Source: an optimization exercise on an open RTL-to-GDS flow (aim: small area, a short achievable clock period and few clock cycles per item). Production flows keep margins and buffers that such runs may drop. The RTL was checked by simulation tests, not by an equivalence proof against the original design. The flow treats the clock pin as an ideal source. Dropping or thinning the clock tree relies on that and would not hold on a real chip. Power figures rest on the tool's default switching activity, not on a simulated workload.

run 1:
// SquareRoot
module SquareRoot(outdata,checkflag,clk,rst,start,indata);
 input wire clk;
 input wire rst;
 input wire start;
 input wire [31:0] indata;
 output reg [15:0] outdata;    
 output reg checkflag;
 reg [13:0] h;       
 reg [15:0] r;       
 reg        neg;     
 reg        busy;
 reg [6:0]  j;       
 reg        late;    
 wire last = j[6] & ~j[5];       
 wire [15:0] m;
 assign m[1:0] = 2'b11;
 genvar k;
 generate
    for (k = 2; k <= 8; k = k + 1) begin : mlo
        assign m[k] = j[k-2] | late;
    end
    for (k = 9; k <= 14; k = k + 1) begin : mhi
        assign m[k] = late & ~j[k-9];
    end
 endgenerate
 assign m[15] = 1'b0;
 wire [17:0] sum = {r, h[13], outdata[15]} + {(outdata & m) ^ {16{~neg}}, 2'b11};
 function [4:0] first2;
    input [3:0] n;
    begin
    case (n)
    4'd0:  first2 = {2'd0, 3'd0};
    4'd1:  first2 = {2'd1, 3'd0};
    4'd2:  first2 = {2'd1, 3'd1};
    4'd3:  first2 = {2'd1, 3'd2};
    4'd4:  first2 = {2'd2, 3'd0};
    4'd5:  first2 = {2'd2, 3'd1};
    4'd6:  first2 = {2'd2, 3'd2};
    4'd7:  first2 = {2'd2, 3'd3};
    4'd8:  first2 = {2'd2, 3'd4};
    4'd9:  first2 = {2'd3, 3'd0};
    4'd10: first2 = {2'd3, 3'd1};
    4'd11: first2 = {2'd3, 3'd2};
    4'd12: first2 = {2'd3, 3'd3};
    4'd13: first2 = {2'd3, 3'd4};
    4'd14: first2 = {2'd3, 3'd5};
    default: first2 = {2'd3, 3'd6};
    endcase
    end
 endfunction
 wire [1:0] q0;
 wire [2:0] r0;
 assign {q0, r0} = first2(indata[31:28]);
 wire [13:0] hi_in, lo_in;
 generate
    for (k = 0; k < 14; k = k + 1) begin : split
        assign hi_in[k] = indata[2*k+1];
        assign lo_in[k] = indata[2*k];
    end
 endgenerate
 always @(posedge clk) begin
    if (!busy) begin
        h   <= hi_in;
        r   <= {13'd0, r0};
        neg <= 1'b0;
        j   <= 7'd0;
        late <= 1'b0;
    end else begin
        h   <= {h[12:0], 1'b0};
        r   <= sum[15:0];
        neg <= sum[17];
        j   <= {j[5:0], ~j[6]};
        late <= j[6] & (j[0] | j[5]);    
    end
 end
 wire sel_shift = busy;
 wire sel_load  = ~busy & start;
 wire sel_hold  = ~busy & ~start;
 always @(posedge clk)
    outdata <= ({16{sel_shift}} & {outdata[14:0], ~sum[17]})
             | ({16{sel_load}}  & {lo_in, q0})
             | ({16{sel_hold}}  & outdata);
 always @(posedge clk) begin
    if (rst) begin
        busy      <= 1'b0;
        checkflag <= 1'b0;
  ...
==> flow/config.mk <==
export PLATFORM = sky130hd
export DESIGN_NAME = SquareRoot
export DESIGN_NICKNAME = SquareRoot
export VERILOG_FILES = /design/flow/design.v
export SDC_FILE = /design/flow/constraint.sdc
export NUM_CORES = 4
export LEC_CHECK = 0
export ABC_AREA = 1
export CAP_MARGIN = 20
export CORE_MARGIN = 2
export CORE_UTILIZATION = 55
export SETUP_SLACK_MARGIN = 5
export SLEW_MARGIN = 20
==> flow/constraint.sdc <==
create_clock -name core_clock -period 8.5 [get_ports {clk}]
set_input_delay 1.7000 -clock core_clock [delete_from_list [all_inputs] [get_ports {clk}]]
set_output_delay 1.7000 -clock core_clock [all_outputs]
set_load 0.01 [all_outputs]
standard.sh (not shown) runs the stock make flow with config.mk's settings and CLKGATE_MAP_FILE= SYNTH_SCRIPT=/design/flow/synth_recipe.tcl, a recipe that flattens the netlist after the stock synthesis.
==> flow/flow/run.sh <==
#!/bin/bash
set -euo pipefail
MARGIN=$(cat flow/margin.txt)
export PRE_CTS_TCL="$PWD/flow/pre_cts.tcl"
bash standard.sh "SYNTH_SCRIPT=$PWD/flow/synth.tcl" \
  "BUFFER_PORTS_ARGS=-buffer_cell sky130_fd_sc_hd__buf_1" \
  "SETUP_SLACK_MARGIN=$MARGIN" "PRE_CTS_TCL=$PRE_CTS_TCL" finish > standard.log 2>&1
==> flow/flow/abc.script <==
strash
dch -f
map -a
topo
stime -c
buffer -c
upsize -c
dnsize -c
==> flow/flow/margin.txt <==
5.9
==> flow/flow/synth.tcl <==
# The standard synthesis (synth_recipe.tcl, which keeps the registers and
# their names), with ABC given flow/abc.script instead of ORFS's script.
set ::own_abc_script [file join [file dirname [file normalize [info script]]] abc.script]
proc abc {args} {
  set i [lsearch -exact $args -script]
  if {$i >= 0} { lset args [expr {$i + 1}] $::own_abc_script }
  yosys abc {*}$args
}
source [file join [file dirname [file dirname [file normalize [info script]]]] synth_recipe.tcl]
Other scripts of this flow, unchanged in this note and not shown: flow/flow/pre_cts.tcl
Run 1 completed end to end with timing, DRC and antenna clean.
Testbench counts of run 1, summed over its fixed seeds: cycles 30,720, ops 2,048.
Input-level comparison between run 2 and run 1:
- a change of CORE_UTILIZATION from 55 to 45
==> flow/flow/margin.txt <==
6.1
## What came out
Run 1 → run 2: total wire length after detailed routing went up by 560 microns, relative contribution of the clock network to total power fell by 0.3 points. Internal power consumption in run 2 is 37 uW higher than in run 1. Run 2 packs its core looser than run 1. Compared with run 1, run 2 shows a higher wire length of the first global-routing pass. Per the comparison of run 2 with run 1, register area increased 36 sq um; endpoint arrival time on the critical path decreased 1890 ps.
Relative to run 2, the following input files were edited for run 3:
- CORE_UTILIZATION now 75, was 45
==> flow/flow/margin.txt <==
6.0
### Flow results
Aggregate routed wire length grows by more than 10% when moving from run 2 to run 3.
In the flow results for run 3 and run 2, the worst path setup slack after routing is larger on run 2.
Taking run 2 as the reference, in run 3 top achievable clock speed moved down, final cell count moved down, end-of-flow core utilization moved up, post-cts sizing count moved down.
From run 2 to run 3 the numbers moved as follows: via count +210; worst-case hold slack +5.8 ps.
> inputs changed (run 3 -> run 4)
-- flow/flow/run.sh --
<<< run 3, line 5
bash standard.sh "SYNTH_SCRIPT=$PWD/flow/synth.tcl" \
  "BUFFER_PORTS_ARGS=-buffer_cell sky130_fd_sc_hd__buf_1" \
>>> run 4, line 5
bash standard.sh "BUFFER_PORTS_ARGS=-buffer_cell sky130_fd_sc_hd__buf_1" \
removed: flow/flow/abc.script
removed: flow/flow/synth.tcl
## What came out
On worst hold-check slack: run 4 sits above run 3. Delta (run 4 minus run 3): net switching power of the design picked up an extra 0.48%; register-to-register slack higher; count of multi-input gates increased by about 27% relative to the old numbers; global-route track usage on met2 went up. The minimum period implied by the final worst setup slack number comes out higher for run 3 vs run 4. Going from run 3 to run 4, net count after synthesis went up; portion of total power attributed to combinational logic went down; final standard cell count with taps included and fillers excluded went up. Summary of run 4 over run 3: register cell area after layout held, via count rose by 9.7%.
In every run of this note, the design's own scripts or RTL, not TritonCTS, make the clock network.

* * *

Starting RTL as in the previous note.
clock: 8.5 ns
lec_check: 0
abc_area: 1
cap_margin: 20
core_margin: 2
core_utilization: 75
setup_slack_margin: 5
slew_margin: 20
==> flow/flow/run.sh <==
#!/bin/bash
set -euo pipefail
MARGIN=$(cat flow/margin.txt)
export PRE_CTS_TCL="$PWD/flow/pre_cts.tcl"
bash standard.sh "BUFFER_PORTS_ARGS=-buffer_cell sky130_fd_sc_hd__buf_1" \
  "SETUP_SLACK_MARGIN=$MARGIN" "PRE_CTS_TCL=$PRE_CTS_TCL" finish > standard.log 2>&1
==> flow/flow/margin.txt <==
5.9
==> flow/flow/pre_cts.tcl <==
# Sourced by ORFS's cts.tcl (PRE_CTS_TCL) just before clock_tree_synthesis.
# The design is small, so instead of TritonCTS's tree (a root buffer, eight
# leaf buffers and dummy loads) the clock port drives NBUF buffers directly,
# each driving the registers of one vertical stripe of the core: sinks are
# sorted by x and split evenly, and each buffer sits at its sinks' centroid.
# Every register sees one buffer between the port and its clock pin.
set ::manual_cts_nbuf 2
set ::manual_cts_cell sky130_fd_sc_hd__clkbuf_16

proc manual_cts {nbuf cb} {
  set block [ord::get_db_block]
  set clknet [$block findNet clk]
  set master [[ord::get_db] findMaster $cb]
  set sinks {}
  foreach iterm [$clknet getITerms] {
    set bb [[$iterm getInst] getBBox]
    lappend sinks [list [expr {([$bb xMin] + [$bb xMax]) / 2}] \
      [expr {([$bb yMin] + [$bb yMax]) / 2}] $iterm]
  }
  set sinks [lsort -integer -index 0 $sinks]
  set n [llength $sinks]
  puts "manual_cts: $n sinks, $nbuf x $cb"
  for {set k 0} {$k < $nbuf} {incr k} {
    set lo [expr {$k * $n / $nbuf}]
    set hi [expr {($k + 1) * $n / $nbuf - 1}]
    set buf [odb::dbInst_create $block $master clkbuf_${k}_clk]
    set net [odb::dbNet_create $block clknet_${k}_clk]
    $net setSigType CLOCK
    set sx 0
    set sy 0
    set m 0
    foreach s [lrange $sinks $lo $hi] {
      lassign $s x y iterm
      incr sx $x
      incr sy $y
      incr m
      $iterm disconnect
      $iterm connect $net
    }
    [$buf findITerm A] connect $clknet
    [$buf findITerm X] connect $net
    $buf setLocation [expr {$sx / $m}] [expr {$sy / $m}]
    $buf setPlacementStatus PLACED
  }
  set_propagated_clock [all_clocks]
}

rename clock_tree_synthesis tritoncts_clock_tree_synthesis
proc clock_tree_synthesis {args} {
  manual_cts $::manual_cts_nbuf $::manual_cts_cell
}
The first run went through all stages and came out clean.
Testbench counts at the start, summed over its fixed seeds: cycles 30,720, ops 2,048.
==> next run, changes <==
==> flow/flow/run.sh (replaced) <==
#!/bin/bash
set -euo pipefail
MARGIN=$(cat flow/margin.txt)
export PRE_CTS_TCL="$PWD/flow/pre_cts.tcl"
bash standard.sh "SYNTH_SCRIPT=$PWD/flow/synth.tcl" \
  "BUFFER_PORTS_ARGS=-buffer_cell sky130_fd_sc_hd__buf_1" \
  "SETUP_SLACK_MARGIN=$MARGIN" "PRE_CTS_TCL=$PRE_CTS_TCL" finish > standard.log 2>&1
==> flow/flow/abc.script (new file) <==
strash
dc2
dch -f
map -a
topo
stime -c
buffer -c
upsize -c
dnsize -c
==> flow/flow/margin.txt (replaced) <==
6.0
==> flow/flow/synth.tcl (new file) <==
# The standard synthesis (synth_recipe.tcl, which keeps the registers and
# their names), with ABC given flow/abc.script instead of ORFS's script.
set ::own_abc_script [file join [file dirname [file normalize [info script]]] abc.script]
proc abc {args} {
  set i [lsearch -exact $args -script]
  if {$i >= 0} { lset args [expr {$i + 1}] $::own_abc_script }
  yosys abc {*}$args
}
source [file join [file dirname [file dirname [file normalize [info script]]]] synth_recipe.tcl]
Result: The changed run died in global routing. Synthesized cell count shrinks by about 20%. Area after synthesis shrinks by about 9%.
==> next run, changes <==
==> flow/flow/abc.script (replaced) <==
strash
dch -f
map -a
topo
stime -c
buffer -c
upsize -c
dnsize -c
--- a/flow/config.mk
+++ b/flow/config.mk
@@ -9,5 +9,5 @@
 export CAP_MARGIN = 20
 export CORE_MARGIN = 2
-export CORE_UTILIZATION = 75
+export CORE_UTILIZATION = 65
 export SETUP_SLACK_MARGIN = 5
 export SLEW_MARGIN = 20
With this change the flow produced a clean layout.
Synthesized area grows by 2.9%.
Synthesized cell count increases by 4.4%.
==> next run, changes <==
==> flow/flow/abc.script (replaced) <==
strash
dc2
dch -f
map -a
topo
stime -c
buffer -c
upsize -c
dnsize -c
After rerunning:
- The changed run completed without violations
- global-route usage went up by 13 points
- clock power grows by about 6%
- core utilization grows by 10 points
- design area is higher by 12%
- register-to-register slack degrades by 1500 ps
- setup slack got worse by 1400 ps
- area after synthesis went down by 2.8%
- final cell count came out higher by 9.1%
- wire length increases by 62%
==> next run, changes <==
==> flow/flow/abc.script (replaced) <==
strash
dch -f
map -a
topo
stime -c
--- a/flow/config.mk
+++ b/flow/config.mk
@@ -9,5 +9,5 @@
 export CAP_MARGIN = 20
 export CORE_MARGIN = 2
-export CORE_UTILIZATION = 65
+export CORE_UTILIZATION = 75
 export SETUP_SLACK_MARGIN = 5
 export SLEW_MARGIN = 20
- The new run produced a clean layout
- cell area shrinks by 9.0%
- setup slack gains 1200 ps
- worst hold slack barely changes
- synthesized area shrinks by 0.60%
- routed wire length shrinks by 7.2%
- final cell count shrinks by 7.5%
- critical path depth shrinks by 12
- fmax grows by 48%
The clock cells of the first, third, fourth and fifth runs of this note come from the design's own scripts or RTL, not from TritonCTS.

[what the ideal ports hide]
The flow's constraints put no driver on any port. The routed layouts listed below were extracted and timed again, unchanged, in two steps. Step 1 sets driving cells, clkbuf_16 on the clock port and buf_2 on the other inputs (assumed; they add their load-dependent delay and slew). Step 2 also shifts input and output timing later by t, the mid clock arrival at the registers, as if the neighbouring blocks saw the same clock. Three values: ideal ports, drivers, drivers and shift; two values: the first two.
run	shift t [ns]	setup slack, ns	worst data-port slew with drivers (ns)
run 1	0.209	5.949 / 5.975 / 5.767	0.04
run 2	0.214	6.101 / 6.054 / 5.950	0.05
run 3	0.211	5.987 / 5.941 / 5.841	0.04
run 4	0.213	6.025 / 5.977 / 5.896	0.04
the first run of note 2	0.214	5.949 / 5.902 / 5.824	0.04
the third run of note 2	0.210	6.035 / 5.990 / 5.853	0.04
the fourth run of note 2	0.216	4.684 / 4.684 / 4.684	0.05
the fifth run of note 2	0.213	5.929 / 5.929 / 5.784	0.05
After both steps every run listed still meets setup and hold.
